This design comes from an exercise in tuning for small area and a short achievable clock period on the open sky130 flow, not from production work.
RTL that was checked went through simulation tests only; none was proved equivalent to the original.
The RTL of runs 5 to 8 was laid out without a check of its function.
No activity file was given, so power comes from the tool's default toggle rates.

==> flow/run.sh <==
#!/bin/bash
# Own layout flow: the standard ORFS flow (standard.sh) with
#  - ORFS's full/half-adder extraction turned off, so ABC maps the adders
#  - a shorter ABC mapping script (structural choices, then delay mapping)
#  - plain buffers on the ports instead of the delay cells ORFS picks
#  - a clock tree with larger sink clusters and no dummy loads
set -euo pipefail
here=$(pwd)
rm -rf "$here/scripts_mod"
cp -r "$FLOW_HOME/scripts" "$here/scripts_mod"
cp "$here/flow/abc_speed.script" "$here/scripts_mod/abc_speed.script"
export SCRIPTS_DIR="$here/scripts_mod"
export ADDER_MAP_FILE=
export BUFFER_PORTS_ARGS="-buffer_cell sky130_fd_sc_hd__buf_1"
export CTS_ARGS="-sink_clustering_enable -repair_clock_nets -dont_use_dummy_load -sink_clustering_size 16 -root_buf sky130_fd_sc_hd__clkbuf_8 -tree_buf sky130_fd_sc_hd__clkbuf_4 -buf_list {sky130_fd_sc_hd__clkbuf_4}"
bash standard.sh > standard.log 2>&1
==> flow/abc_speed.script <==
&get -n
&st
&dch
&nf
&put
==> standard.sh <==
#!/bin/bash
# synth_recipe.tcl (not shown) runs the flow's synth.tcl, then flattens the netlist and writes it again
# the make line also repeats each setting of config.mk as NAME=value (left out here)
make -C /OpenROAD-flow-scripts/flow DESIGN_CONFIG=/design/flow/config.mk WORK_HOME=/design/flow/orfs CLKGATE_MAP_FILE= SYNTH_SCRIPT=/design/flow/synth_recipe.tcl "${@:-finish}"
==> config.mk <==
export PLATFORM = sky130hd
export DESIGN_NAME = gca_dlnv
export DESIGN_NICKNAME = gca_dlnv
export VERILOG_FILES = /design/flow/design.v
export SDC_FILE = /design/flow/constraint.sdc
export NUM_CORES = 4
export LEC_CHECK = 0
export CAP_MARGIN = 20
export CORE_MARGIN = 2
export CORE_UTILIZATION = 40
export SETUP_SLACK_MARGIN = 2.2
export SLEW_MARGIN = 20
==> constraint.sdc <==
create_clock -name core_clock -period 5.0 [get_ports {CLK}]
set_input_delay 1.0000 -clock core_clock [delete_from_list [all_inputs] [get_ports {CLK}]]
set_output_delay 1.0000 -clock core_clock [all_outputs]
set_load 0.01 [all_outputs]
==> design.v <==
module gca_dlnv(
    input [31:0]    coord0,
    input [31:0]    coord1,
    input           ld,
    input           step,
    input           CLK,
    output          FC,
    output [20:0]   ADDR
);
    wire [10:0] xs = coord0[10:0];
    wire [9:0]  ys = coord0[20:11];
    wire [10:0] x1 = coord1[10:0];
    wire [9:0]  y1 = coord1[20:11];
    reg  [10:0] x;
    reg  [9:0]  y;
    reg         sx, sy;      
    reg  [10:0] dx;          
    reg  [9:0]  dy;          
    reg  [11:0] q;           
    reg         xmaj_n;      
    reg  [11:0] h;           
    reg         eqx, eqy;    
    wire xmaj = q[11];
    wire [11:0] tx = {1'b0, xs} + {1'b0, ~x1} + {11'd0, sx};
    wire [10:0] ty = {1'b0, ys} + {1'b0, ~y1} + {10'd0, sy};
    wire [11:0] qn  = {2'b0, dy} - {1'b0, dx};
    wire [11:0] h0x = {2'b0, dy} + ~{2'b0, dx[10:1]} + {11'd0, ~dx[0]};
    wire [11:0] h0y = {3'b0, dy[9:1]} + ~{1'b0, dx} + {11'd0, dy[0]};
    wire [11:0] h0  = qn[11] ? h0x : h0y;
    wire gox = xmaj | h[11];         
    wire goy = xmaj_n | ~h[11];      
    wire both = gox & goy;
    wire [11:0] sa = xmaj ? {2'b0, dy} : ~{1'b0, dx};
    wire [11:0] hs = h + (both ? q : sa) + {11'd0, ~both & xmaj_n};
    wire mx = step & gox;
    wire my = step & goy;
    wire [10:0] wx = x ^ {11{sx}};
    wire [9:0]  wy = y ^ {10{sy}};
    wire [10:0] fx;
    wire [9:0]  fy;
    assign fx[0] = 1'b1;
    assign fy[0] = 1'b1;
    genvar i;
    generate
        for (i = 1; i < 11; i = i + 1) begin : gfx
            assign fx[i] = &wx[i-1:0];
        end
        for (i = 1; i < 10; i = i + 1) begin : gfy
            assign fy[i] = &wy[i-1:0];
        end
    endgenerate
    wire [10:0] ex = x ^ x1;
    wire [9:0]  ey = y ^ y1;
    wire eqx_hold = ~|ex;
    wire eqy_hold = ~|ey;
    wire eqx_step = ex == fx;
    wire eqy_step = ey == fy;
    assign ADDR = {y, x};
    assign FC = ~ld & (xmaj ? eqx : eqy);
    always @(posedge CLK) begin
        x <= ld ? xs : x ^ ({11{mx}} & fx);
        y <= ld ? ys : y ^ ({10{my}} & fy);
        eqx <= (mx & ~ld) ? eqx_step : eqx_hold;
        eqy <= (my & ~ld) ? eqy_step : eqy_hold;
        sx <= tx[11];
        sy <= ty[10];
        dx <= tx[10:0] ^ {11{~sx}};
        dy <= ty[9:0] ^ {10{~sy}};
        q <= qn;
        xmaj_n <= ~qn[11];
        if (ld) begin
            h <= h0;
        end else if (step) begin
            h <= hs;
        end
    end
endmodule
==> flow_summary.ini, run 1 <==
[floorplanning]
dieArea_mm2 = 0.0153
rows = 43
core_mm2 = 0.0139
start_util_pct = 41.2
die_w_um = 124
die_y_um = 124
pin_count = 89

[setup_path]
crit_fanout = 5
reg2reg_from = h[11]
reg2reg_slack_ns = 2.27
crit_path_frequent_cell = buf_4
crit_required_ns = 5.10
critical_path_buf_inv_count = 2
crit_chain = buf_4 -> buf_4 -> mux2i_4 -> a21oi_1 -> xor2_1 -> and2_0 -> nand2_1 -> o21ai_0 -> xnor2_1 -> o22ai_1
r2r.worst_path.cells = 10
critPathTopFamily = compound AO/OA/AOI/OAI gates
critPathLaunchType = flop
cp_data_arrival_time_ns = 2.82
cpMaxStageDelayCell = a21oi_1
max_stage_delay_ns = 0.38
rr_endpoint = h[8]
crit_type = reg2reg
worstSetupEndpointType = flop

[sta]
maxSlewViolCount = 0
fin_tns_setup_ns = 0
setup_viol = 0
fin_skew_ns = 0.0224
finalHoldViolations = 0
worst_slew_pin_slew_ns = 0.961
fmax_mhz = 367
period_share_pct = 54.5
whs_ns = 0.560
min_period_ns = 2.73
slew_headroom_pct = 36.0
rsz0062_at_grt = true

[run]
drv_cap = 0

[global_routing]
grt_start_max_net_pins = 41
first_global_vias = 4921
overflow = 0
grt_first_pass_wirelength_um = 23600
grt.total_usage_pct = 19.5
antenna_found_initial = 0

[clock_tree]
cts_buffers = 9
cts_sinks = 71
cts.path.max_buffers = 2
clk_latency_ns = 0.35
cts_tree = built
clk_pin_slew_worst_paths_ns = 0.07
cts.htree.levels = 3
clock_tree.root_cell = clkbuf_8
ctsHoldBuffers = 0

[yosys]
syn_inst = 713
synth_seq_cells = 71
synth_top_area_share_pct = 21.8
yosysUniqueCellTypes = 42
yosysSeqAreaShare_pct = 26.9
ys_warn_count = 1
synthTopCellsByArea = xnor2_1 22%, dfxtp_1 21%, xor2_1 11%, edfxtp_1 6.3%, o21ai_0 5.8%
synth-async-reset-ratio_pct = 0
synth_top_flop_cell = dfxtp_1
synth_area_mm2 = 0.00573
synth_area_per_cell_um2 = 8.04
netlist.top_cell.by_area = xnor2_1
syn_nets = 780
synth_edf_count = 12

[power]
swShare_pct = 46.7
clockPowerShare_pct = 8.1
p_comb_share_pct = 66.9
p_int_mw = 2.32
switchingPower_mw = 2.04
power_frac_seq_pct = 25.0
vdd_drop_max_uv = 209
p_leak_nw = 2.33
p_per_area_mw_per_mm2 = 654

[routing]
vias = 5026
top_layer = met4
wl_met3_um = 436
routed_wl_um = 13900
routed_via_density = 5.08
routedWlPerCell_um = 14.0
drc = 0
antenna_left = 0
drtPass1Iterations = 4
met2WireLength_um = 6630
drt_iter0_drc = 263
wl_met1_um = 6620

[cells_and_area]
fin_nets = 879
area_growth_pct = 16.3
n_fill_cell = 1376
utilization_pct = 47.9
final_common_cell = xnor2_1
final_cell_mix = 142 x xnor2_1, 71 x xor2_1, 69 x nand2_1
final_cell_count_no_fill = 990
drive_gt1_share_pct = 7.41
insertedDiodeCount = 0

[hold_path]
hold_path_end = q[0]
hold_start = dy[0]
worstHoldPathCells = 1
min_path_type = reg2reg

[placed_design]
dp_hpwl_um = 10600
port_buffers = 66
dp.cells = 964
finalWeightedCongestion = 0.884

[run_status]
status = no timing/DRC/antenna violations
## flip-flops by register name, summed over array words and instances (netlist names)
register,count
eqy,1
eqx,1
dy,10
dx,11
xmaj_n,1
x,11
sx,1
q,12
sy,1
h,12
y,10
## timing repair
item | in CTS | in global routing
endpoints found under the setup margin | 17 | 15
cloned | 1 | 0
gates resized for setup | 19 | 19
endpoints found under the hold margin | 0 | 0
setup buffers | 8 | 8
pin swaps | 2 | 5
## logic make-up after synthesis
family,count (synthesis),share of synthesized area (%)
AOI/OAI and AO/OA,160,16.5
xor gates and xnor gates,215,33.1
adders and majority gates,14,2.44
buffers and inverters,24,1.57
DFF,71,26.9
muxes,3,0.545
and+or+nand+nor,226,18.9
## power by group through the flow
stage / logic, mW / registers [mW] / clock network [mW]
floorplan: 2.00 / 1.06 / 0
global placement: 2.46 / 1.09 / 0
detailed placement: 2.51 / 1.11 / 0
CTS: 2.73 / 1.09 / 0.368
global route: 3.24 / 1.13 / 0.387
finish: 2.92 / 1.09 / 0.352
## synth_stat cells (all sizes together), types with 5 or more instances
library cell  count
nand3            13
edfxtp           12
dfxtp            59
a211oi            5
xor2             71
a21oi            35
o22ai             5
nand2            69
o211ai           13
nor2             54
nor2b            27
a31oi             6
nor3              8
nand2b           33
o31ai             6
a21o              6
clkinv           24
nand4             6
o21ai            66
maj3             14
xnor2           143
## through the flow
stage	power, mW	setup slack, ns	cell area, µm²
3_5_place_dp	3.62	1.44	6260
4_1_cts	4.19	2.22	6540
2_1_floorplan	3.06	2.21	5750
6_report	4.36	2.27	6670
5_1_grt	4.76	2.08	6670
3_3_place_gp	3.56	1.56	6260
## per-layer routing
| layer | GRT usage [%] | vias up |
|---|---|---|
| li1 | - | 2632 |
| met1 | 25.6 | 2296 |
| met2 | 33.1 | 83 |
| met3 | 2.29 | 15 |
| met4 | 7.10 | 0 |
| met5 | 0 | - |
## layout make-up
| cell class | instances | area [µm²] | area share (%) |
|---|---|---|---|
| inverters | 24 | 92.6 | 1.39 |
| flip-flops and latches | 71 | 1550 | 23.2 |
| clock buffers | 9 | 124 | 1.86 |
| well taps | 180 | 225 | 3.38 |
| multi-input cells | 619 | 4260 | 63.8 |
| repair buffers | 87 | 424 | 6.36 |
## worst max path at each step
| stage | start | endpoint | slack [ns] | cells after the start |
|---|---|---|---|---|
| after CTS | coord1[13] | dy[9] | 2.22 | 10 |
| final | h[11] | h[8] | 2.27 | 10 |
| after global routing | h[11] | h[8] | 2.08 | 10 |
| after detailed placement | h[11] | h[11] | 1.44 | 9 |
| after global placement | h[11] | h[11] | 1.56 | 9 |
| after floorplan | coord1[11] | dy[9] | 2.21 | 9 |
==> run 2: changes to the inputs <==
--- a/config.mk
+++ b/config.mk
@@ -8,5 +8,5 @@
 export CAP_MARGIN = 20
 export CORE_MARGIN = 2
 export CORE_UTILIZATION = 40
-export SETUP_SLACK_MARGIN = 2.2
+export SETUP_SLACK_MARGIN = 2.3
 export SLEW_MARGIN = 20
==> flow_summary.ini, run 2 <==
[run_status]
status = no timing/DRC/antenna violations

[routing]
vias = 5046
drt_iter0_drc = 209
antenna_left = 0
routed_wl_um = 13800
routed_via_density = 5.07
drc = 0
routedWlPerCell_um = 13.8
drtPass1Iterations = 4

[yosys]
yosysUniqueCellTypes = 42
ys_top_cells_by_count = 143 x xnor2_1, 71 x xor2_1, 69 x nand2_1
synth_top_flop_cell = dfxtp_1
yosysSeqAreaShare_pct = 26.9
synth_top_area_share_pct = 21.8
synth_seq_cells = 71
synth-compound-area-share_pct = 16.5
yosysMostFrequentCell = xnor2_1
ys_warn_count = 1
synth-async-reset-ratio_pct = 0
netlist.top_cell.by_area = xnor2_1
syn_inst = 713
syn_nets = 780
synth.area.mux_share_pct = 0.545
synth_top_family_by_area = XOR/XNOR gates
synthAdderAreaFrac_pct = 2.44
synth_area_mm2 = 0.00573
synth_area_per_cell_um2 = 8.04
synthTopCellsByArea = xnor2_1 22%, dfxtp_1 21%, xor2_1 11%, edfxtp_1 6.3%, o21ai_0 5.8%
synth_edf_count = 12
synth-simple-area-share_pct = 18.9
synth_xor_xnor_area_share_pct = 33.1

[sta]
period_share_pct = 52.9
slew_headroom_pct = 35.7
fin_tns_setup_ns = 0
min_period_ns = 2.64
whs_ns = 0.530
maxSlewViolCount = 0
setup_viol = 0
worst_slew_pin_slew_ns = 0.964
fin_skew_ns = 0.0183
rsz0062_at_grt = true
finalHoldViolations = 0
fmax_mhz = 378

[hold_path]
hold_start = dx[0]
min_path_type = reg2reg

[floorplanning]
die_y_um = 124
dieArea_mm2 = 0.0153
core_mm2 = 0.0139
start_util_pct = 41.2
pin_count = 89
die_w_um = 124
rows = 43

[cells_and_area]
final_cell_count_no_fill = 996
n_fill_cell = 1346
final_area_mm2 = 0.00684
final_cell_mix = 141 x xnor2_1, 69 x xor2_1, 68 x nand2_1
multi_input_area_mm2 = 0.00437
area_growth_pct = 19.2
drive_gt1_share_pct = 9.93
utilization_pct = 49.1
fin_nets = 885
seqCellArea_mm2 = 0.00155
insertedDiodeCount = 0
final_common_cell = xnor2_1
top_regs = h: 12 flops, q: 12 flops

[placed_design]
finalWeightedCongestion = 0.848
place_area_mm2 = 0.00626
port_buffers = 66
dp.cells = 962
dp_hpwl_um = 10500

[setup_path]
crit_fanout = 6
rr_endpoint = h[10]
crit_type = reg2reg
cp_data_arrival_time_ns = 2.74
reg2reg_slack_ns = 2.36
crit_start = dy[0]
cp-endpoint = h[10]
worstSetupEndpointType = flop
crit_required_ns = 5.09
reg2reg_from = dy[0]
critPathLaunchType = flop
r2r.worst_path.cells = 9

[clock_tree]
clock_tree.root_cell = clkbuf_8
cts_sinks = 71
clk_pin_slew_worst_paths_ns = 0.08
cts_tree = built
ctsHoldBuffers = 0
cts.htree.levels = 3
cts.path.max_buffers = 2
clk_latency_ns = 0.36
cts_buffers = 9

[global_routing]
overflow = 0
grt_first_pass_wirelength_um = 22700
grt.total_usage_pct = 18.9
grt_start_max_net_pins = 45
antenna_found_initial = 0
first_global_vias = 4833

[power]
p_leak_nw = 2.38
p_per_area_mw_per_mm2 = 672
vdd_drop_max_uv = 231

[run]
drv_cap = 0
==> run 2: cell counts after synthesis <==
No cell type changed its count.
==> run 2: through the flow <==
step                power, mW  setup WS (ns)
floorplan                3.06           2.27
global placement         3.56           1.55
detailed placement       3.61           1.52
CTS                      4.23           2.30
global route             4.98           2.26
finish                   4.59           2.36
==> run 2: timing repair <==
| action | 4_1_cts | 5_1_grt |
|---|---|---|
| pin swaps | 5 | 20 |
| setup buffers | 8 | 16 |
| gates cloned | 1 | 0 |
| setup endpoints to repair | 17 | 19 |
| resized for setup | 28 | 45 |
==> run 2: power breakdown <==
| group | leakage, nW | switching (mW) | internal (mW) |
|---|---|---|---|
| registers | 0.620 | 0.266 | 0.830 |
| clock network | 0.0647 | 0.198 | 0.161 |
| logic | 1.70 | 1.68 | 1.46 |
==> run 2: worst max-delay path: stages (launching register included) <==
cell and delay, ns:
dfxtp_2 0.41, clkinv_1 0.14, maj3_2 0.38, o311ai_4 0.35, a21o_1 0.21, a21oi_1 0.13
o31ai_2 0.28, a21oi_1 0.12, o211ai_1 0.25, o21ai_1 0.11
==> run 2: how the worst min path moves through the flow <==
| stage | depth (start not counted) | endpoint | slack [ns] |
|---|---|---|---|
| final | 1 | q[0] | 0.53 |
| after global routing | 1 | q[0] | 0.55 |
| after CTS | 1 | q[0] | 0.55 |
| after detailed placement | 1 | q[10] | 0.57 |
| after global placement | 1 | q[0] | 0.56 |
| after floorplan | 1 | q[0] | 0.50 |
==> run 2: layer usage <==
| layer | routed length [µm] | global-route usage (%) | vias up |
|---|---|---|---|
| met3 | 465 | 3.34 | 16 |
| met4 | 140 | 5.40 | 0 |
| li1 | - | - | 2629 |
| met1 | 6490 | 24.1 | 2312 |
| met2 | 6680 | 32.6 | 89 |
| met5 | 0 | 0 | - |
==> run 2: cell type report <==
class                   count  area share [%]
well taps                 180            3.29
repair buffers             93            7.01
inverters                  24            1.35
flip-flops and latches     71            22.7
clock buffers               9            1.81
multi-input cells         619            63.9
==> run 2: kinds of logic (layout without fill, tap and decap cells) <==
family                   count (synthesis)  count (layout)
adder cells (fa/ha/maj)                 14              14
XOR/XNOR                               215             215
AO/OA/AOI/OAI                          160             160
AND/OR/NAND/NOR                        226             226
buffers and inverters                   24             126
flip-flops                              71              71
multiplexers                             3               4
==> run 3: changes to the inputs <==
--- a/config.mk
+++ b/config.mk
@@ -8,5 +8,5 @@
 export CAP_MARGIN = 20
 export CORE_MARGIN = 2
 export CORE_UTILIZATION = 40
-export SETUP_SLACK_MARGIN = 2.3
+export SETUP_SLACK_MARGIN = 2.1
 export SLEW_MARGIN = 20
==> flow_summary.ini, run 3 <==
[routing]
routed_wl_um = 13500
vias = 4950
drtPass1Iterations = 4
routed_via_density = 5.06
drc = 0
drt_iter0_drc = 186
antenna_left = 0
routedWlPerCell_um = 13.8

[floorplanning]
dieArea_mm2 = 0.0153
pin_count = 89
rows = 43
die_y_um = 124
die_w_um = 124
start_util_pct = 41.2
core_mm2 = 0.0139

[sta]
period_share_pct = 55.4
slew_headroom_pct = 39.5
fmax_mhz = 361
min_period_ns = 2.77
worst_slew_pin_slew_ns = 0.907
fin_tns_setup_ns = 0
finalHoldViolations = 0
setup_viol = 0
rsz0062_at_grt = true
fin_skew_ns = 0.0165
maxSlewViolCount = 0

[global_routing]
overflow = 0
antenna_found_initial = 0
grt.total_usage_pct = 18.6
grt_first_pass_wirelength_um = 22600
grt_start_max_net_pins = 45
first_global_vias = 4841

[yosys]
ys_top_cells_by_count = 143 x xnor2_1, 71 x xor2_1, 69 x nand2_1
syn_nets = 780
yosysSeqAreaShare_pct = 26.9
synthTopCellsByArea = xnor2_1 22%, dfxtp_1 21%, xor2_1 11%, edfxtp_1 6.3%, o21ai_0 5.8%
synth_edf_count = 12
synth_area_per_cell_um2 = 8.04
ys_warn_count = 1
yosysUniqueCellTypes = 42
synth_seq_cells = 71
netlist.top_cell.by_area = xnor2_1
synth_top_flop_cell = dfxtp_1
synth-async-reset-ratio_pct = 0
syn_inst = 713
yosysMostFrequentCell = xnor2_1
synth_top_area_share_pct = 21.8
synth_area_mm2 = 0.00573

[setup_path]
cp_data_arrival_time_ns = 2.86
critPathLaunchType = flop
crit_required_ns = 5.09
crit_fanout = 7
worstSetupEndpointType = flop
crit_type = reg2reg

[clock_tree]
clock_tree.root_cell = clkbuf_8
clk_pin_slew_worst_paths_ns = 0.07
cts.path.max_buffers = 2
clk_latency_ns = 0.35
cts_tree = built
cts_buffers = 9
cts_sinks = 71
cts.htree.levels = 3

[power]
p_per_area_mw_per_mm2 = 647
vdd_drop_max_uv = 189
p_leak_nw = 2.27
power_mw = 4.25

[placed_design]
finalWeightedCongestion = 0.878
dp_hpwl_um = 10400
port_buffers = 66
dp.cells = 963
place_area_mm2 = 0.00625

[cells_and_area]
seqCellArea_mm2 = 0.00155
final_cell_mix = 142 x xnor2_1, 70 x xor2_1, 69 x nand2_1
multi_input_area_mm2 = 0.00425
top_regs = h: 12 flops, q: 12 flops
fin_nets = 868
area_growth_pct = 14.6
n_fill_cell = 1365
final_common_cell = xnor2_1
drive_gt1_share_pct = 5.63
final_cell_count_no_fill = 979
insertedDiodeCount = 0
final_area_mm2 = 0.00657

[run_status]
status = no timing/DRC/antenna violations

[run]
drv_cap = 0

[hold_path]
min_path_type = reg2reg
## run 3: cell families (layout without fill, tap and decap cells)
logic type	Yosys count	in the layout	share of synthesized area, %
muxes	3	4	0.545
buffers and inverters	24	109	1.57
adders and majority gates	14	14	2.44
xor gates and xnor gates	215	215	33.1
DFF	71	71	26.9
and+or+nand+nor	226	226	18.9
AOI/OAI and AO/OA	160	160	16.5
## run 3: timing repair
item,4_1_cts,5_1_grt
hold buffers,0,0
resized for setup,18,17
setup buffers,4,2
setup endpoints to repair,16,14
hold endpoints to repair,0,0
pin swaps,2,2
gates cloned,1,0
## run 3: critical path: stages, from the launching register on
cell and delay (ns):
edfxtp_1 0.33, buf_4 0.19, mux2i_4 0.40, o211ai_1 0.18
o211a_1 0.19, maj3_1 0.40, a31oi_4 0.24, o21bai_1 0.16
a21oi_2 0.19, xnor2_1 0.15, o21ai_0 0.09
## run 3: cell type report
cell class	instances	share of cell area [%]
multi-input cells	619	64.7
flip-flops and latches	71	23.5
repair buffers	76	5.03
well taps	180	3.43
clock buffers	9	1.88
inverters	24	1.41
## run 3: final timing paths
check	start	endpoint	slack (ns)	cells past startpoint
max	h[11]	h[9]	2.23	10
min	dy[0]	q[0]	0.55	1
max reg2reg	h[11]	h[9]	2.23	10
min reg2reg	dy[0]	q[0]	0.55	1
## run 3: through the flow
step           util [%]  setup slack [ns]  hold WS, ns
2_1_floorplan         -              2.13        0.501
3_3_place_gp       44.9              1.51        0.560
3_5_place_dp       44.9              1.42        0.561
4_1_cts            46.5              2.12        0.585
5_1_grt            47.2              2.08        0.575
6_report           47.2              2.23        0.549
## run 3: routing by layer
metal  wire [µm]  vias to the layer above  GRT usage, %
li1            -                     2605             -
met2        6610                       77          32.3
met1        6320                     2252          24.1
met4         190                        0          5.97
met3         378                       16          1.97
met5           0                        -             0
## run 3: report_power, final
part / switching, mW / internal [mW] / leakage [nW]
Sequential: 0.246 / 0.828 / 0.620
Combinational: 1.57 / 1.25 / 1.58
Clock: 0.196 / 0.161 / 0.0647
==> run 4: changes to the inputs <==
--- a/config.mk
+++ b/config.mk
@@ -8,5 +8,5 @@
 export CAP_MARGIN = 20
 export CORE_MARGIN = 2
 export CORE_UTILIZATION = 40
-export SETUP_SLACK_MARGIN = 2.1
+export SETUP_SLACK_MARGIN = 2.4
 export SLEW_MARGIN = 20
==> flow_summary.ini, run 4 <==
[yosys]
syn_nets = 780
synth_top_area_share_pct = 21.8
yosysUniqueCellTypes = 42
synth_edf_count = 12
synth_area_mm2 = 0.00573
yosysMostFrequentCell = xnor2_1
netlist.top_cell.by_area = xnor2_1
yosysSeqAreaShare_pct = 26.9
synth_area_per_cell_um2 = 8.04
syn_inst = 713
ys_top_cells_by_count = 143 x xnor2_1, 71 x xor2_1, 69 x nand2_1
synth-async-reset-ratio_pct = 0
ys_warn_count = 1
synth_top_flop_cell = dfxtp_1
synth_seq_cells = 71
synthTopCellsByArea = xnor2_1 22%, dfxtp_1 21%, xor2_1 11%, edfxtp_1 6.3%, o21ai_0 5.8%

[floorplanning]
dieArea_mm2 = 0.0153
start_util_pct = 41.2
rows = 43
pin_count = 89
die_w_um = 124
core_mm2 = 0.0139
die_y_um = 124

[routing]
drtPass1Iterations = 4
antenna_left = 0
routed_wl_um = 14500
vias = 5110
routedWlPerCell_um = 14.4
drt_iter0_drc = 227
routed_via_density = 5.06
drc = 0

[hold_path]
min_path_type = reg2reg
worstHoldPathCells = 1
hold_path_end = q[0]
hold_start = dx[0]

[placed_design]
dp_hpwl_um = 10700
finalWeightedCongestion = 0.858
place_area_mm2 = 0.00628
port_buffers = 66

[cells_and_area]
area_growth_pct = 21.8
final_area_mm2 = 0.00699
final_common_cell = xnor2_1
final_cell_mix = 140 x xnor2_1, 69 x nand2_1, 67 x xor2_1
drive_gt1_share_pct = 12.7
fin_nets = 898
insertedDiodeCount = 0
top_regs = h: 12 flops, q: 12 flops
n_fill_cell = 1344

[global_routing]
grt_first_pass_wirelength_um = 23100
grt.total_usage_pct = 19.0
overflow = 0
antenna_found_initial = 0
grt_start_max_net_pins = 42
first_global_vias = 4972

[clock_tree]
cts.path.max_buffers = 2
clock_tree.root_cell = clkbuf_8
clk_latency_ns = 0.36
ctsHoldBuffers = 0
cts_buffers = 9
cts.htree.levels = 3
cts_tree = built
clk_pin_slew_worst_paths_ns = 0.07
cts_sinks = 71

[power]
p_per_area_mw_per_mm2 = 657
p_leak_nw = 2.48
vdd_drop_max_uv = 212

[setup_path]
crit_type = reg2reg
crit_chain = buf_6 -> mux2i_4 -> buf_12 -> o211ai_1 -> o21ai_1 -> xnor2_2 -> a31oi_4 -> o311ai_4 -> a21oi_2 -> xor2_1 -> o21ai_0
crit_required_ns = 5.09
max_stage_delay_ns = 0.40
r2r.worst_path.cells = 11
reg2reg_from = h[11]
crit_fanout = 8
rr_endpoint = h[11]
critPathLaunchType = flop
cpMaxStageDelayCell = edfxtp_1
reg2reg_slack_ns = 2.34
cp_data_arrival_time_ns = 2.75
worstSetupEndpointType = flop

[run_status]
status = no timing/DRC/antenna violations

[sta]
worst_slew_pin_slew_ns = 0.958
fmax_mhz = 376
setup_viol = 0
fin_skew_ns = 0.0236
min_period_ns = 2.66
rsz0062_at_grt = true
period_share_pct = 53.2
maxSlewViolCount = 0
finalHoldViolations = 0
slew_headroom_pct = 36.2
fin_tns_setup_ns = 0

[run]
drv_cap = 0
[run 4: cell types whose count changed in the layout (fill, tap and decap cells not counted), moves of 3 or more]
cell / previous run / this run
o21ai_0: 64 / 52
buf_4: 9 / 35
dfxtp_4: 0 / 5
maj3_2: 0 / 4
maj3_1: 14 / 10
clkbuf_2: 0 / 5
dfxtp_1: 56 / 52
o21ai_1: 0 / 12
buf_1: 65 / 59
xor2_1: 70 / 67
xor2_2: 1 / 4
[run 4: what timing repair did]
action                                  4_1_cts  5_1_grt
setup buffers                                16       20
gates resized for setup                      39       35
endpoints found under the setup margin       24       23
pin swaps                                    18       27
gates cloned                                  1        1
[run 4: worst max-delay path by stage]
stage / start / to / slack [ns] / cells after the start
CTS: h[11] / h[10] / 2.38 / 9
detailed placement: h[11] / h[9] / 1.65 / 9
floorplan: h[11] / h[11] / 2.37 / 9
global placement: h[11] / h[11] / 1.70 / 9
finish: h[11] / h[11] / 2.34 / 11
global route: h[11] / h[9] / 2.26 / 9
[run 4: layer usage]
metal / track usage (%) / up-vias / wire length, µm
met1: 24.1 / 2352 / 6800
met2: 33.6 / 73 / 7110
li1: - / 2667 / -
met5: 0 / - / 0
met4: 4.76 / 0 / 169
met3: 2.88 / 18 / 417
[run 4: power breakdown]
group	total [mW]	leakage, nW	internal (mW)	switching (mW)
clock	0.358	0.0647	0.160	0.198
combinational	3.13	1.79	1.46	1.67
sequential	1.11	0.621	0.832	0.275
total	4.59	2.48	2.45	2.14
[run 4: logic make-up (layout without fill, tap and decap cells)]
kind of cell,count (synthesis),count (layout),synth area share [%]
fa+ha+maj,14,14,2.44
compound gates,160,161,16.5
flops,71,71,26.9
mux,3,4,0.545
simple gates,226,226,18.9
xor+xnor,215,215,33.1
buf+inv,24,138,1.57
[run 4: layout make-up]
cell class,instances,area [µm²],area share (%)
Timing Repair Buffer,105,576,8.24
Clock buffer,9,124,1.77
Inverter,24,108,1.54
Multi-Input combinational cell,620,4390,62.9
Tap cell,180,225,3.22
Sequential cell,71,1560,22.4
[run 4: per-stage QoR]
step | util (%) | hold slack [ns] | setup WS [ns] | power, mW | cells
floorplan | - | 0.501 | 2.37 | 3.07 | 713
global placement | 45.1 | 0.561 | 1.70 | 3.57 | 962
detailed placement | 45.1 | 0.567 | 1.65 | 3.62 | 962
CTS | 48.1 | 0.507 | 2.38 | 4.39 | 988
global route | 50.1 | 0.528 | 2.26 | 4.95 | 1009
finish | 50.1 | 0.508 | 2.34 | 4.59 | 1009
[run 4: critical path, delay by kind of cell (launching register included)]
| family | cells | cell delay [ns] |
|---|---|---|
| AOI/OAI and AO/OA | 6 | 1.02 |
| DFF | 1 | 0.40 |
| muxes | 1 | 0.19 |
| buffers and inverters | 2 | 0.32 |
| xor gates and xnor gates | 2 | 0.45 |
==> run 5: changes to the inputs <==
--- a/design.v
+++ b/design.v
@@ -21,8 +21,10 @@
     reg  [11:0] h;           
     reg         eqx, eqy;    
     wire xmaj = q[11];
-    wire [11:0] tx = {1'b0, xs} + {1'b0, ~x1} + {11'd0, sx};
-    wire [10:0] ty = {1'b0, ys} + {1'b0, ~y1} + {10'd0, sy};
+    wire        gx = ({1'b0, xs} + {1'b0, ~x1}) >> 11;
+    wire        gy = ({1'b0, ys} + {1'b0, ~y1}) >> 10;
+    wire [10:0] tx = xs + ~x1 + {10'd0, sx};
+    wire [9:0]  ty = ys + ~y1 + {9'd0, sy};
     wire [11:0] qn  = {2'b0, dy} - {1'b0, dx};
     wire [11:0] h0x = {2'b0, dy} + ~{2'b0, dx[10:1]} + {11'd0, ~dx[0]};
     wire [11:0] h0y = {3'b0, dy[9:1]} + ~{1'b0, dx} + {11'd0, dy[0]};
@@ -62,10 +64,10 @@
         y <= ld ? ys : y ^ ({10{my}} & fy);
         eqx <= (mx & ~ld) ? eqx_step : eqx_hold;
         eqy <= (my & ~ld) ? eqy_step : eqy_hold;
-        sx <= tx[11];
-        sy <= ty[10];
-        dx <= tx[10:0] ^ {11{~sx}};
-        dy <= ty[9:0] ^ {10{~sy}};
+        sx <= gx;
+        sy <= gy;
+        dx <= tx ^ {11{~sx}};
+        dy <= ty ^ {10{~sy}};
         q <= qn;
         xmaj_n <= ~qn[11];
         if (ld) begin
--- a/flow/run.sh
+++ b/flow/run.sh
@@ -12,5 +12,5 @@
 export SCRIPTS_DIR="$here/scripts_mod"
 export ADDER_MAP_FILE=
 export BUFFER_PORTS_ARGS="-buffer_cell sky130_fd_sc_hd__buf_1"
-export CTS_ARGS="-sink_clustering_enable -repair_clock_nets -dont_use_dummy_load -sink_clustering_size 16 -root_buf sky130_fd_sc_hd__clkbuf_8 -tree_buf sky130_fd_sc_hd__clkbuf_4 -buf_list {sky130_fd_sc_hd__clkbuf_4}"
+export CTS_ARGS="-sink_clustering_enable -repair_clock_nets -dont_use_dummy_load -sink_clustering_size 16 -root_buf sky130_fd_sc_hd__clkbuf_8 -buf_list {sky130_fd_sc_hd__clkbuf_4}"
 bash standard.sh > standard.log 2>&1
--- a/config.mk
+++ b/config.mk
@@ -8,5 +8,5 @@
 export CAP_MARGIN = 20
 export CORE_MARGIN = 2
 export CORE_UTILIZATION = 40
-export SETUP_SLACK_MARGIN = 2.4
+export SETUP_SLACK_MARGIN = 2.3
 export SLEW_MARGIN = 20
==> flow_summary.ini, run 5 <==
[routing]
antenna_left = 0
routed_wl_um = 13900
vias = 5190
drt_iter0_drc = 150
drc = 0
drtPass1Iterations = 4
routed_via_density = 5.02
routedWlPerCell_um = 13.5

[floorplanning]
die_w_um = 125
start_util_pct = 40.6
pin_count = 89
die_y_um = 125
dieArea_mm2 = 0.0156
core_mm2 = 0.0144
rows = 44

[sta]
fmax_mhz = 359
rsz0062_at_grt = true
worst_slew_pin_slew_ns = 0.915
maxSlewViolCount = 0
finalHoldViolations = 0
min_period_ns = 2.78
slew_headroom_pct = 39.0
period_share_pct = 55.7
fin_tns_setup_ns = 0
setup_viol = 0
fin_skew_ns = 0.0141

[setup_path]
max_stage_delay_ns = 0.53
worstSetupEndpointType = flop
crit_chain = mux2i_4 -> buf_6 -> o211ai_1 -> nand3b_1 -> a31o_1 -> a21o_1 -> a221oi_2 -> buf_4 -> xnor2_2 -> a22o_1
crit_required_ns = 5.09
reg2reg_slack_ns = 2.22
cpMaxStageDelayCell = edfxtp_1
crit_fanout = 6
crit_type = reg2reg
r2r.worst_path.cells = 10
reg2reg_from = h[11]
rr_endpoint = h[6]
critPathLaunchType = flop
cp_data_arrival_time_ns = 2.88

[power]
p_leak_nw = 2.42
power_mw = 4.67
p_per_area_mw_per_mm2 = 679
vdd_drop_max_uv = 214

[run_status]
status = no timing/DRC/antenna violations

[cells_and_area]
area_growth_pct = 18.0
seqCellArea_mm2 = 0.00155
n_fill_cell = 1445
final_common_cell = xnor2_1
insertedDiodeCount = 0
top_regs = h: 12 flops, q: 12 flops
drive_gt1_share_pct = 8.95
fin_nets = 918
multi_input_area_mm2 = 0.00442
final_cell_mix = 136 x xnor2_1, 83 x nand2_1, 69 x xor2_1

[placed_design]
finalWeightedCongestion = 0.841
port_buffers = 66
dp_hpwl_um = 10600

[hold_path]
hold_path_end = q[0]
hold_start = dx[0]
worstHoldPathCells = 1
min_path_type = reg2reg

[yosys]
synth-async-reset-ratio_pct = 0
yosysUniqueCellTypes = 42
synthTopCellsByArea = xnor2_1 21%, dfxtp_1 20%, xor2_1 11%, edfxtp_1 6.2%, o21ai_0 6.1%
synth_top_area_share_pct = 20.9
syn_nets = 812
synth_seq_cells = 71
yosysMostFrequentCell = xnor2_1
synth_edf_count = 12
synth_area_mm2 = 0.00583
yosysSeqAreaShare_pct = 26.4
netlist.top_cell.by_area = xnor2_1
syn_inst = 745
ys_warn_count = 1
ys_top_cells_by_count = 139 x xnor2_1, 84 x nand2_1, 71 x o21ai_0
synth_area_per_cell_um2 = 7.82
synth_top_flop_cell = dfxtp_1

[clock_tree]
cts_buffers = 9
cts.htree.levels = 3
cts_tree = built
ctsHoldBuffers = 0
clock_tree.root_cell = clkbuf_8
clk_pin_slew_worst_paths_ns = 0.07
cts.path.max_buffers = 2
cts_sinks = 71
clk_latency_ns = 0.35

[run]
drv_cap = 0

[global_routing]
grt_first_pass_wirelength_um = 22800
antenna_found_initial = 0
first_global_vias = 4825
grt_start_max_net_pins = 42
overflow = 0
grt.total_usage_pct = 17.7
run 5: repair_timing:
action,4_1_cts,5_1_grt
setup buffers,11,13
setup endpoints to repair,10,18
resized for setup,21,42
pin swaps,5,27
run 5: cell type report:
class                      count  area share (%)
multi-input combinational    652            64.3
sequential                    71            22.5
timing repair buffer          95            6.93
tap                          184            3.35
clock buffer                   9            1.80
inverter                      22            1.20
run 5: worst max path at each step:
| stage | from | end | cells past startpoint |
|---|---|---|---|
| 2_1_floorplan | h[11] | h[11] | 9 |
| 3_3_place_gp | h[11] | h[11] | 9 |
| 3_5_place_dp | h[11] | h[11] | 9 |
| 4_1_cts | h[11] | h[10] | 10 |
| 5_1_grt | h[11] | h[11] | 9 |
| 6_report | h[11] | h[6] | 10 |
run 5: metal layers:
layer / global-route usage, % / up-vias / wire [µm]
li1: - / 2754 / -
met2: 29.2 / 78 / 6590
met3: 2.79 / 11 / 478
met4: 3.64 / 0 / 114
met5: 0 / - / 0
met1: 24.5 / 2347 / 6740
run 5: power by group:
part           leakage, nW  internal (mW)  switching [mW]  total, mW
clock network       0.0647          0.161           0.201      0.362
registers            0.620          0.828           0.258       1.09
logic                 1.74           1.50            1.72       3.22
run 5: stage by stage:
stage	hold WS [ns]	utilization, %	instance area (µm²)	instances	setup WS (ns)
final	0.584	47.9	6880	1033	2.22
after global routing	0.638	47.9	6880	1033	2.12
after CTS	0.591	46.3	6650	1020	2.23
after detailed placement	0.576	44.3	6360	1000	1.53
after global placement	0.569	44.3	6360	1000	1.59
after floorplan	0.494	-	5840	745	2.31
run 5: cell families after synthesis:
group	Yosys count	synth area share [%]
DFF	71	26.4
AOI/OAI and AO/OA	172	17.4
and+or+nand+nor	259	21.3
xor gates and xnor gates	209	31.4
muxes	3	0.537
buffers and inverters	22	1.42
adders and majority gates	9	1.55
run 5: worst max-delay path: cells and delay by family, from the launching register on:
kind	cells	cell delay, ns
AO/OA/AOI/OAI	5	1.17
XOR/XNOR	1	0.06
buffers and inverters	2	0.33
flip-flops	1	0.53
multiplexers	1	0.29
AND/OR/NAND/NOR	1	0.13
==> run 6: changes to the inputs <==
--- a/flow/run.sh
+++ b/flow/run.sh
@@ -12,5 +12,5 @@
 export SCRIPTS_DIR="$here/scripts_mod"
 export ADDER_MAP_FILE=
 export BUFFER_PORTS_ARGS="-buffer_cell sky130_fd_sc_hd__buf_1"
-export CTS_ARGS="-sink_clustering_enable -repair_clock_nets -dont_use_dummy_load -sink_clustering_size 16 -root_buf sky130_fd_sc_hd__clkbuf_8 -buf_list {sky130_fd_sc_hd__clkbuf_4}"
+export CTS_ARGS="-sink_clustering_enable -repair_clock_nets -dont_use_dummy_load -sink_clustering_size 40 -sink_clustering_max_diameter 150 -buf_list {sky130_fd_sc_hd__clkbuf_4}"
 bash standard.sh > standard.log 2>&1
==> flow_summary.ini, run 6 <==
[clock_tree]
cts_buffers = 9
cts.htree.levels = 3
cts_sinks = 71
clk_pin_slew_worst_paths_ns = 0.11
cts.path.max_buffers = 2
ctsHoldBuffers = 0
cts_tree = built
clk_latency_ns = 0.42
clock_tree.root_cell = clkbuf_4

[cells_and_area]
fin_nets = 916
utilization_pct = 47.5
drive_gt1_share_pct = 8.85
final_area_mm2 = 0.00682
final_cell_mix = 136 x xnor2_1, 83 x nand2_1, 69 x xor2_1
area_growth_pct = 17.0
final_cell_count_no_fill = 1031
insertedDiodeCount = 0
final_common_cell = xnor2_1
top_regs = h: 12 flops, q: 12 flops

[sta]
whs_ns = 0.552
period_share_pct = 55.5
worst_slew_pin_slew_ns = 0.901
finalHoldViolations = 0
min_period_ns = 2.77
rsz0062_at_grt = true
setup_slack_ns = 2.23
slew_headroom_pct = 39.9
fmax_mhz = 361
setup_viol = 0
maxSlewViolCount = 0
fin_skew_ns = 0.0294
fin_tns_setup_ns = 0

[setup_path]
critPathLaunchType = flop
crit_required_ns = 5.16
worstSetupEndpointType = flop
crit_type = reg2reg
crit_fanout = 6
cp_data_arrival_time_ns = 2.93

[yosys]
yosysMostFrequentCell = xnor2_1
synth_top_area_share_pct = 20.9
ys_top_cells_by_count = 139 x xnor2_1, 84 x nand2_1, 71 x o21ai_0
syn_nets = 812
ys_warn_count = 1
synth_area_per_cell_um2 = 7.82
yosysSeqAreaShare_pct = 26.4
synth-async-reset-ratio_pct = 0
synth_area_mm2 = 0.00583
syn_inst = 745
netlist.top_cell.by_area = xnor2_1
synthTopCellsByArea = xnor2_1 21%, dfxtp_1 20%, xor2_1 11%, edfxtp_1 6.2%, o21ai_0 6.1%
synth_seq_cells = 71
yosysUniqueCellTypes = 42
synth_edf_count = 12
synth_top_flop_cell = dfxtp_1

[global_routing]
first_global_vias = 4870
overflow = 0
grt_first_pass_wirelength_um = 23000
antenna_found_initial = 0
grt_start_max_net_pins = 42
grt.total_usage_pct = 17.8

[placed_design]
dp_hpwl_um = 10600
dp_slack_ns = 1.53
place_area_mm2 = 0.00636
dp.cells = 1000
finalWeightedCongestion = 0.841
port_buffers = 66

[routing]
drt_iter0_drc = 146
routed_via_density = 5.00
routed_wl_um = 13900
routedWlPerCell_um = 13.4
drtPass1Iterations = 4
vias = 5152
antenna_left = 0
drc = 0

[run_status]
status = no timing/DRC/antenna violations

[power]
p_int_mw = 2.42
switchingPower_mw = 2.16
power_frac_seq_pct = 23.8
power_mw = 4.58
p_per_area_mw_per_mm2 = 672
clockPowerShare_pct = 6.0
p_leak_nw = 2.40
swShare_pct = 47.2
p_comb_share_pct = 70.3
vdd_drop_max_uv = 228

[hold_path]
min_path_type = reg2reg

[floorplanning]
dieArea_mm2 = 0.0156
rows = 44
pin_count = 89
core_mm2 = 0.0144
start_util_pct = 40.6
die_y_um = 125
die_w_um = 125

[run]
drv_cap = 0
## run 6: cell counts after synthesis
No cell type changed its count.
## run 6: area by class of cell
class                           instances  area [µm²]
Clock buffer                            9        67.6
Multi-Input combinational cell        652        4420
Tap cell                              184         230
Inverter                               22        82.6
Timing Repair Buffer                   93         469
Sequential cell                        71        1550
Fill cell                            1454        7550
## run 6: timing repair
action                     4_1_cts  5_1_grt
buffers inserted                12       10
resized for setup               22       42
pin swaps                        6       21
setup endpoints to repair       10       16
## run 6: final timing paths
path	cells after the start	endpoint	start	slack (ns)
hold reg to reg	1	q[0]	dy[0]	0.55
hold / removal	1	q[0]	dy[0]	0.55
setup / recovery	10	h[6]	h[11]	2.23
setup reg to reg	10	h[6]	h[11]	2.23
## run 6: kinds of logic (layout without fill, tap and decap cells)
group,count (synthesis),in the layout,share of synthesized area [%]
DFF,71,71,26.4
xor gates and xnor gates,209,209,31.4
AOI/OAI and AO/OA,172,172,17.4
and+or+nand+nor,259,259,21.3
muxes,3,3,0.537
adders and majority gates,9,9,1.55
buffers and inverters,22,124,1.42
## run 6: worst max-delay path: stages (launching register included)
cell	delay (ns)
edfxtp_1	0.54
mux2i_4	0.28
buf_6	0.15
o211ai_1	0.11
nand3b_1	0.16
a31o_4	0.28
a21o_1	0.22
a221oi_2	0.33
buf_4	0.18
xnor2_2	0.06
a22o_1	0.20
## run 6: power by group through the flow
stage / Clock, mW / Combinational [mW] / Sequential, mW
finish: 0.273 / 3.22 / 1.09
global route: 0.309 / 3.56 / 1.12
CTS: 0.285 / 2.85 / 1.08
detailed placement: 0 / 2.57 / 1.09
global placement: 0 / 2.56 / 1.09
floorplan: 0 / 2.03 / 1.05
## run 6: layer usage
| layer | global-route usage (%) | vias up | part of all wire, % |
|---|---|---|---|
| li1 | - | 2753 | - |
| met1 | 24.6 | 2308 | 49 |
| met5 | 0 | - | 0 |
| met2 | 29.4 | 82 | 47 |
| met4 | 4.36 | 0 | 0.86 |
| met3 | 2.45 | 9 | 3.4 |
==> run 7: changes to the inputs <==
--- a/design.v
+++ b/design.v
@@ -21,19 +21,20 @@
     reg  [11:0] h;           
     reg         eqx, eqy;    
     wire xmaj = q[11];
-    wire        gx = ({1'b0, xs} + {1'b0, ~x1}) >> 11;
-    wire        gy = ({1'b0, ys} + {1'b0, ~y1}) >> 10;
-    wire [10:0] tx = xs + ~x1 + {10'd0, sx};
-    wire [9:0]  ty = ys + ~y1 + {9'd0, sy};
-    wire [11:0] qn  = {2'b0, dy} - {1'b0, dx};
-    wire [11:0] h0x = {2'b0, dy} + ~{2'b0, dx[10:1]} + {11'd0, ~dx[0]};
-    wire [11:0] h0y = {3'b0, dy[9:1]} + ~{1'b0, dx} + {11'd0, dy[0]};
-    wire [11:0] h0  = qn[11] ? h0x : h0y;
+    wire [11:0] tx  = {1'b0, x1} + {1'b0, ~xs};
+    wire [10:0] ty  = {1'b0, y1} + {1'b0, ~ys};
+    wire [10:0] tx1 = x1 + ~xs + 11'd1;
+    wire [9:0]  ty1 = y1 + ~ys + 10'd1;
+    wire [10:0] adx = tx[11] ? tx1 : ~tx[10:0];
+    wire [9:0]  ady = ty[10] ? ty1 : ~ty[9:0];
+    wire [11:0] qn = {2'b0, dy} - {1'b0, dx};
+    wire [11:0] sa = xmaj ? {2'b0, dy} : ~{1'b0, dx};
     wire gox = xmaj | h[11];         
     wire goy = xmaj_n | ~h[11];      
     wire both = gox & goy;
-    wire [11:0] sa = xmaj ? {2'b0, dy} : ~{1'b0, dx};
-    wire [11:0] hs = h + (both ? q : sa) + {11'd0, ~both & xmaj_n};
+    wire [12:0] aa = ld ? {sa[11], sa} : {h[11], h};
+    wire [11:0] mm = (ld | both) ? q : sa;
+    wire [12:0] sum = aa + {mm[11], mm} + {12'd0, ~ld & ~both & xmaj_n};
     wire mx = step & gox;
     wire my = step & goy;
     wire [10:0] wx = x ^ {11{sx}};
@@ -62,18 +63,18 @@
     always @(posedge CLK) begin
         x <= ld ? xs : x ^ ({11{mx}} & fx);
         y <= ld ? ys : y ^ ({10{my}} & fy);
-        eqx <= (mx & ~ld) ? eqx_step : eqx_hold;
-        eqy <= (my & ~ld) ? eqy_step : eqy_hold;
-        sx <= gx;
-        sy <= gy;
-        dx <= tx ^ {11{~sx}};
-        dy <= ty ^ {10{~sy}};
+        eqx <= (step & ~ld) ? eqx_step : eqx_hold;
+        eqy <= (step & ~ld) ? eqy_step : eqy_hold;
+        sx <= ~tx[11];
+        sy <= ~ty[10];
+        dx <= adx;
+        dy <= ady;
         q <= qn;
         xmaj_n <= ~qn[11];
         if (ld) begin
-            h <= h0;
+            h <= sum[12:1];
         end else if (step) begin
-            h <= hs;
+            h <= sum[11:0];
         end
     end
 endmodule
--- a/config.mk
+++ b/config.mk
@@ -8,5 +8,5 @@
 export CAP_MARGIN = 20
 export CORE_MARGIN = 2
 export CORE_UTILIZATION = 40
-export SETUP_SLACK_MARGIN = 2.3
+export SETUP_SLACK_MARGIN = 2.1
 export SLEW_MARGIN = 20
==> flow_summary.ini, run 7 <==
[yosys]
ys_top_cells_by_count = 102 x xnor2_1, 84 x nand2_1, 61 x o21ai_0
yosysUniqueCellTypes = 45
synth-simple-area-share_pct = 21.6
synth_top_family_by_area = XOR/XNOR gates
synth_area_per_cell_um2 = 7.97
synth_xor_xnor_area_share_pct = 25.5
synthTopCellsByArea = dfxtp_1 22%, xnor2_1 17%, xor2_1 8.6%, edfxtp_1 6.8%, nand2_1 6.0%
synthAdderAreaFrac_pct = 1.51
syn_inst = 665
syn_nets = 732
synth_top_flop_cell = dfxtp_1
netlist.top_cell.by_area = dfxtp_1
synth_edf_count = 12
synth_top_area_share_pct = 22.3
synth_area_mm2 = 0.00530
yosysMostFrequentCell = xnor2_1
synth-compound-area-share_pct = 18.9
ys_warn_count = 1
yosysSeqAreaShare_pct = 29.1
synth.area.mux_share_pct = 2.60
synth_seq_cells = 71
synth-async-reset-ratio_pct = 0

[setup_path]
crit_chain = mux2_4 -> nor2_4 -> mux2_4 -> maj3_2 -> a21boi_4 -> buf_4 -> o21ai_2 -> a41oi_2 -> xor2_1 -> mux2i_1
max_stage_delay_ns = 0.46
cp_data_arrival_time_ns = 3.06
critPathTopFamily = multiplexers
cpMaxStageDelayCell = edfxtp_1
r2r.worst_path.cells = 10
crit_required_ns = 5.15
cp-endpoint = h[9]
critPathLaunchType = flop
reg2reg_slack_ns = 2.08
crit_start = h[11]
critical_path_buf_inv_count = 1
critical_path_depth = 10
rr_endpoint = h[9]
crit_fanout = 4
worstSetupEndpointType = flop
crit_path_frequent_cell = mux2_4
reg2reg_from = h[11]
crit_type = reg2reg

[cells_and_area]
fin_nets = 835
final_cell_mix = 92 x xnor2_1, 84 x nand2_1, 65 x buf_1
final_common_cell = xnor2_1
top_regs = h: 12 flops, q: 12 flops
area_growth_pct = 21.2
drive_gt1_share_pct = 11.6
final_area_mm2 = 0.00642

[routing]
drt_iter0_drc = 177
antenna_left = 0
routed_via_density = 5.20
routedWlPerCell_um = 13.8
drc = 0
drtPass1Iterations = 4
routed_wl_um = 13000
vias = 4904

[clock_tree]
cts.htree.levels = 3
clk_latency_ns = 0.44
cts.path.max_buffers = 2
cts_tree = built
cts_buffers = 9
clk_pin_slew_worst_paths_ns = 0.10
clock_tree.root_cell = clkbuf_4
cts_sinks = 71

[global_routing]
grt_util_met2_pct = 31.0
met1_usage_pct = 23.9
antenna_found_initial = 1
met3_usage_pct = 2.63
grt.total_usage_pct = 18.5
overflow = 0
grt_start_max_net_pins = 47
top_usage_layer = met2
grt_first_pass_wirelength_um = 21400
first_global_vias = 4627

[placed_design]
place_area_mm2 = 0.00582
dp_hpwl_um = 9640
port_buffers = 66
finalWeightedCongestion = 0.891

[sta]
finalHoldViolations = 0
setup_viol = 0
period_share_pct = 58.3
rsz0062_at_grt = true
fin_tns_setup_ns = 0
slew_headroom_pct = 33.9
worst_slew_pin_slew_ns = 0.991
fin_skew_ns = 0.0381
fmax_mhz = 343
maxSlewViolCount = 0
min_period_ns = 2.92

[floorplanning]
pin_count = 89
die_y_um = 119
rows = 42
core_mm2 = 0.0131
dieArea_mm2 = 0.0142
die_w_um = 119
start_util_pct = 40.5

[run]
drv_cap = 0

[power]
p_per_area_mw_per_mm2 = 555
vdd_drop_max_uv = 209
p_leak_nw = 2.29

[run_status]
status = no timing/DRC/antenna violations

[hold_path]
min_path_type = reg2reg
==> run 7: changes by cell type in the layout (fill, tap and decap cells not counted), moves of 9 or more <==
| cell | before | now |
|---|---|---|
| xnor2_1 | 136 | 92 |
| xor2_1 | 69 | 47 |
| clkinv_1 | 22 | 11 |
| o21ai_0 | 62 | 52 |
| or2_0 | 1 | 11 |
| a21oi_1 | 33 | 42 |
| nor2b_1 | 31 | 22 |
| o22ai_1 | 9 | 0 |
==> run 7: per-stage QoR <==
step	setup slack, ns	total power, mW	hold WS [ns]	std cells	utilization (%)
5_1_grt	2.02	3.84	0.514	943	49.1
4_1_cts	2.09	3.12	0.483	922	45.9
3_3_place_gp	1.10	2.68	0.467	909	44.5
6_report	2.08	3.56	0.480	943	49.1
2_1_floorplan	2.08	2.37	0.439	665	-
3_5_place_dp	1.09	2.73	0.469	909	44.5
==> run 7: cells by family after synthesis <==
family,after synthesis
buffers and inverters,12
XOR/XNOR,154
flip-flops,71
AO/OA/AOI/OAI,167
adder cells (fa/ha/maj),8
AND/OR/NAND/NOR,240
multiplexers,13
==> run 7: how the worst min path moves through the flow <==
stage	startpoint	endpoint	slack (ns)	cells after the start
finish	dy[0]	q[0]	0.48	1
global placement	dy[0]	q[0]	0.47	1
detailed placement	dy[0]	q[0]	0.47	1
floorplan	dx[0]	q[0]	0.44	1
CTS	dy[0]	q[0]	0.48	1
global route	dy[0]	q[0]	0.51	1
==> run 7: cell type report <==
class,instances,area [µm²]
Antenna cell,1,2.50
Clock buffer,9,67.6
Fill cell,1313,6660
Inverter,12,48.8
Multi-Input combinational cell,582,4060
Sequential cell,71,1550
Tap cell,176,220
Timing Repair Buffer,92,478
==> run 7: repair_timing <==
action | 4_1_cts | 5_1_grt
buffers inserted | 4 | 20
endpoints found under the hold margin | 0 | 0
resized for setup | 15 | 54
pin swaps | 2 | 21
hold buffers | 0 | 0
endpoints found under the setup margin | 17 | 26
==> run 7: routing by layer <==
metal / vias to the layer above / share of wire [%]
met5: - / 0
met4: 0 / 1.4
met2: 88 / 48
met3: 17 / 2.6
li1: 2514 / -
met1: 2285 / 48
==> run 7: report_power, final <==
part	leakage [nW]	internal, mW	switching (mW)	total, mW
combinational	1.63	1.08	1.23	2.31
clock	0.0414	0.0837	0.193	0.277
sequential	0.618	0.822	0.157	0.979
total	2.29	1.99	1.58	3.56
==> run 7: worst register-to-register path, cell delays in order (launching register included) <==
cell and delay, ns:
edfxtp_1 0.46, mux2_4 0.37, nor2_4 0.16, mux2_4 0.33, maj3_2 0.37, a21boi_4 0.21
buf_4 0.14, o21ai_2 0.07, a41oi_2 0.22, xor2_1 0.20, mux2i_1 0.11
==> run 8: changes to the inputs <==
==> design.v (replaced) <==
module gca_dlnv(
    input [31:0]    coord0,
    input [31:0]    coord1,
    input           ld,
    input           step,
    input           CLK,
    output          FC,
    output [20:0]   ADDR
);
    wire [10:0] xs = coord0[10:0];
    wire [9:0]  ys = coord0[20:11];
    wire [10:0] x1 = coord1[10:0];
    wire [9:0]  y1 = coord1[20:11];
    reg  [10:0] x;
    reg  [9:0]  y;
    reg         sx, sy;      
    reg  [10:0] dx;          
    reg  [9:0]  dy;          
    reg         xmaj;        
    reg         xmaj_n;      
    reg  [11:0] h;           
    reg         eqx, eqy;    
    wire [11:0] tx = {1'b0, xs} + {1'b0, ~x1} + {11'd0, sx};
    wire [10:0] ty = {1'b0, ys} + {1'b0, ~y1} + {10'd0, sy};
    wire        cmp = dx >= {1'b0, dy};
    wire gox = xmaj | h[11];         
    wire goy = xmaj_n | ~h[11];      
    wire [11:0] sa  = cmp ? {2'b0, dy} : {3'b0, dy[9:1]};
    wire [11:0] sb  = cmp ? ~{2'b0, dx[10:1]} : ~{1'b0, dx};
    wire        sci = cmp ? ~dx[0] : dy[0];
    wire [11:0] h0  = sa + sb + {11'd0, sci};
    wire [11:0] pa = {2'b0, dy & {10{gox}}};
    wire [11:0] pb = ~{1'b0, dx & {11{goy}}};
    wire [11:0] cs = h ^ pa ^ pb;
    wire [11:0] cc = (h & pa) | (h & pb) | (pa & pb);
    wire [11:0] hs = cs + {cc[10:0], 1'b1};
    wire mx = step & ~ld & gox;
    wire my = step & ~ld & goy;
    wire [10:0] wx = x ^ {11{sx}};
    wire [9:0]  wy = y ^ {10{sy}};
    wire [10:0] fx;
    wire [9:0]  fy;
    assign fx[0] = 1'b1;
    assign fy[0] = 1'b1;
    genvar i;
    generate
        for (i = 1; i < 11; i = i + 1) begin : gfx
            assign fx[i] = &wx[i-1:0];
        end
        for (i = 1; i < 10; i = i + 1) begin : gfy
            assign fy[i] = &wy[i-1:0];
        end
    endgenerate
    wire [10:0] ex = x ^ x1;
    wire [9:0]  ey = y ^ y1;
    wire eqx_hold = ~|ex;
    wire eqy_hold = ~|ey;
    wire eqx_step = ex == fx;
    wire eqy_step = ey == fy;
    assign ADDR = {y, x};
    assign FC = ~ld & (xmaj ? eqx : eqy);
    always @(posedge CLK) begin
        x <= ld ? xs : x ^ ({11{mx}} & fx);
        y <= ld ? ys : y ^ ({10{my}} & fy);
        eqx <= mx ? eqx_step : eqx_hold;
        eqy <= my ? eqy_step : eqy_hold;
        if (ld) begin
            sx <= tx[11];
            sy <= ty[10];
            dx <= tx[10:0] ^ {11{~sx}};
            dy <= ty[9:0] ^ {10{~sy}};
            xmaj <= cmp;
            xmaj_n <= ~cmp;
            h <= h0;
        end else if (step) begin
            h <= hs;
        end
    end
endmodule
==> flow/run.sh (replaced) <==
#!/bin/bash
# Own layout flow: the standard ORFS flow (standard.sh) with
#  - ORFS's full/half-adder extraction turned off, so ABC maps the adders
#  - a shorter ABC mapping script (structural choices, then delay mapping)
#  - plain buffers on the ports instead of the delay cells ORFS picks
set -euo pipefail
here=$(pwd)
rm -rf "$here/scripts_mod"
cp -r "$FLOW_HOME/scripts" "$here/scripts_mod"
cp "$here/flow/abc_speed.script" "$here/scripts_mod/abc_speed.script"
export SCRIPTS_DIR="$here/scripts_mod"
export ADDER_MAP_FILE=
export BUFFER_PORTS_ARGS="-buffer_cell sky130_fd_sc_hd__buf_2"
bash standard.sh > standard.log 2>&1
--- a/config.mk
+++ b/config.mk
@@ -8,5 +8,6 @@
 export CAP_MARGIN = 20
 export CORE_MARGIN = 2
 export CORE_UTILIZATION = 40
-export SETUP_SLACK_MARGIN = 2.1
+export CTS_BUF_LIST = sky130_fd_sc_hd__clkbuf_4 sky130_fd_sc_hd__clkbuf_8
+export SETUP_SLACK_MARGIN = 1.8
 export SLEW_MARGIN = 20
==> flow_summary.ini, run 8 <==
[run_status]
status = no timing/DRC/antenna violations

[sta]
period_share_pct = 65.1
fmax_mhz = 307
fin_tns_setup_ns = 0
worst_slew_pin_slew_ns = 1.02
fin_skew_ns = 0.00966
finalHoldViolations = 0
min_period_ns = 3.25
slew_headroom_pct = 31.9
maxSlewViolCount = 0
setup_viol = 0
rsz0062_at_grt = true

[yosys]
ys_top_cells_by_count = 126 x xnor2_1, 77 x nand2_1, 65 x xor2_1
yosysSeqAreaShare_pct = 29.4
yosysMostFrequentCell = xnor2_1
synth_edf_count = 37
ys_warn_count = 1
synth_top_area_share_pct = 20.8
netlist.top_cell.by_area = edfxtp_1
synth_area_per_cell_um2 = 8.41
syn_inst = 635
synth_top_flop_cell = edfxtp_1
synth_seq_cells = 60
synthTopCellsByArea = edfxtp_1 21%, xnor2_1 21%, xor2_1 11%, dfxtp_1 8.6%, o21ai_0 5.6%
syn_nets = 702
synth_area_mm2 = 0.00534
yosysUniqueCellTypes = 42
synth-async-reset-ratio_pct = 0

[setup_path]
crit_fanout = 7
cp_data_arrival_time_ns = 3.46
r2r.worst_path.cells = 13
crit_required_ns = 5.21
critPathLaunchType = flop
crit_type = reg2reg
worstSetupEndpointType = flop

[cells_and_area]
insertedDiodeCount = 0
final_cell_count_no_fill = 955
largest-register = h
fin_nets = 841
seqCellArea_mm2 = 0.00157
area_growth_pct = 30.4
largest_register_ffs = 12
n_fill_cell = 1233
final_cell_mix = 119 x xnor2_1, 76 x nand2_1, 67 x buf_2
final_common_cell = xnor2_1
top_regs = h: 12 flops, dx: 11 flops, x: 11 flops
multi_input_area_mm2 = 0.00405
drive_gt1_share_pct = 25.9

[placed_design]
finalWeightedCongestion = 0.899
dp_hpwl_um = 9490
port_buffers = 66
dp.cells = 882

[routing]
drc = 0
routed_wl_um = 13600
routedWlPerCell_um = 14.2
drtPass1Iterations = 4
drt_iter0_drc = 236
vias = 4837
routed_via_density = 5.06
antenna_left = 0

[global_routing]
antenna_found_initial = 0
first_global_vias = 4838
grt.total_usage_pct = 19.2
grt_first_pass_wirelength_um = 22200
grt_start_max_net_pins = 59
overflow = 0

[floorplanning]
die_y_um = 120
rows = 42
start_util_pct = 40.6
pin_count = 89
dieArea_mm2 = 0.0143
core_mm2 = 0.0131
die_w_um = 120

[clock_tree]
cts_sinks = 60
cts_buffers = 9
cts.path.max_buffers = 2
clk_latency_ns = 0.36
clk_pin_slew_worst_paths_ns = 0.07
clock_tree.root_cell = clkbuf_8
cts.htree.levels = 3
cts_tree = built

[run]
drv_cap = 0

[power]
vdd_drop_max_uv = 170
p_leak_nw = 2.62
p_per_area_mw_per_mm2 = 544

[hold_path]
min_path_type = reg2reg
worstHoldPathCells = 2
[run 8: cell types whose count changed after synthesis, moves of 4 or more]
cell      delta
a211oi_1     -4
a21oi_1     -16
and3_1       -5
clkinv_1     +8
dfxtp_1     -36
edfxtp_1    +25
nand2_1      -7
nor2_1      -12
nor4_1       -4
o21bai_1     -6
or2_0        -7
xnor2_1     +24
xor2_1      +13
[run 8: per-stage QoR]
step / setup WS [ns] / area [µm²] / utilization [%] / power [mW] / hold WS, ns
after CTS: 1.78 / 6700 / 51.0 / 3.58 / 0.615
after floorplan: 1.51 / 5420 / - / 2.42 / 0.609
final: 1.75 / 6960 / 53.0 / 3.79 / 0.609
after global placement: 0.947 / 6010 / 45.8 / 2.77 / 0.577
after detailed placement: 0.940 / 6010 / 45.8 / 2.81 / 0.596
after global routing: 1.64 / 6960 / 53.0 / 4.08 / 0.651
[run 8: area by class of cell]
| class | count | area share [%] |
|---|---|---|
| Multi-Input combinational cell | 555 | 58.1 |
| Sequential cell | 60 | 22.6 |
| Timing Repair Buffer | 128 | 12.6 |
| Tap cell | 176 | 3.16 |
| Clock buffer | 9 | 1.78 |
| Inverter | 20 | 1.11 |
| Clock inverter | 7 | 0.629 |
[run 8: critical path, stage by stage (launching register included)]
cell and delay (ns):
edfxtp_1 0.51, nand2b_1 0.20, nand3_1 0.09, a311oi_2 0.13, a211oi_4 0.36, buf_12 0.18, mux2_4 0.34, buf_4 0.14
a22o_4 0.27, a31oi_4 0.19, o31a_1 0.21, o21ai_2 0.08, a211o_1 0.31, o21ai_1 0.08
[run 8: repair_timing]
action	4_1_cts	5_1_grt
hold buffers	0	0
buffers inserted	42	12
pin swaps	23	19
endpoints found under the setup margin	10	20
gates resized for setup	38	35
cloned	2	0
[run 8: metal layers]
metal | part of all wire [%] | global-route usage, % | vias up
met5 | 0 | 0 | -
met4 | 2.6 | 7.50 | 0
met3 | 3.8 | 3.09 | 29
met2 | 48 | 33.1 | 120
li1 | - | - | 2461
met1 | 45 | 24.0 | 2227
[run 8: kinds of logic after synthesis]
group           after synthesis  synth area share, %
fa+ha+maj                    11                 2.06
buf+inv                      20                 1.41
mux                          18                 3.56
compound gates              127                 13.5
simple gates                208                 18.7
xor+xnor                    191                 31.3
flops                        60                 29.4
[run 8: power breakdown]
group | total (mW) | switching (mW) | internal [mW]
Combinational | 2.59 | 1.35 | 1.24
Sequential | 0.813 | 0.110 | 0.703
Clock | 0.390 | 0.215 | 0.176
[run 8: final timing paths]
check	from	to	slack, ns
worst min register to register	y[9]	y[9]	0.61
worst max-delay path	dx[0]	h[10]	1.75
worst min-delay path	y[9]	y[9]	0.61
worst max register to register	dx[0]	h[10]	1.75

## re-timing with driven ports
The flow's constraints put no driver on any port. The routed layouts listed below were extracted and timed again, unchanged, in two steps. Step 1, drivers: a clkbuf_16 drives CLK and a buf_2 each remaining input, both assumed. Step 2 times the ports against the registers' clock, not the clock port: input delays grow and output delays shrink by t, the midpoint of the rising clock arrivals with the driver on. Three values: ideal, step 1, step 2; two values: the first two.
run | t, ns | slack for setup (ns) | worst setup path after step 2 | worst data-port slew with drivers (ns) | cell pins on the clock port's net
run 1 | 0.376 | 2.273 / 2.265 / 2.007 | input to register | 0.03 | 1
run 2 | 0.383 | 2.355 / 2.355 / 2.012 | input to register | 0.04 | 1
run 3 | 0.373 | 2.229 / 2.228 / 1.943 | input to register | 0.05 | 1
run 4 | 0.378 | 2.339 / 2.339 / 2.022 | input to register | 0.03 | 1
run 5 | 0.376 | 2.217 / 2.217 / 2.103 | input to register | 0.03 | 1
run 6 | 0.442 | 2.227 / 2.227 / 2.100 | input to register | 0.03 | 1
run 7 | 0.458 | 2.085 / 2.085 / 1.646 | input to register | 0.05 | 1
run 8 | 0.383 | 1.747 / 1.747 / 1.547 | input to register | 0.03 | 1
After both steps every run listed still meets setup and hold. For run 7, which loses most, drivers alone change the setup slack by 0.000 ns; drivers and shift together by -0.439 ns.
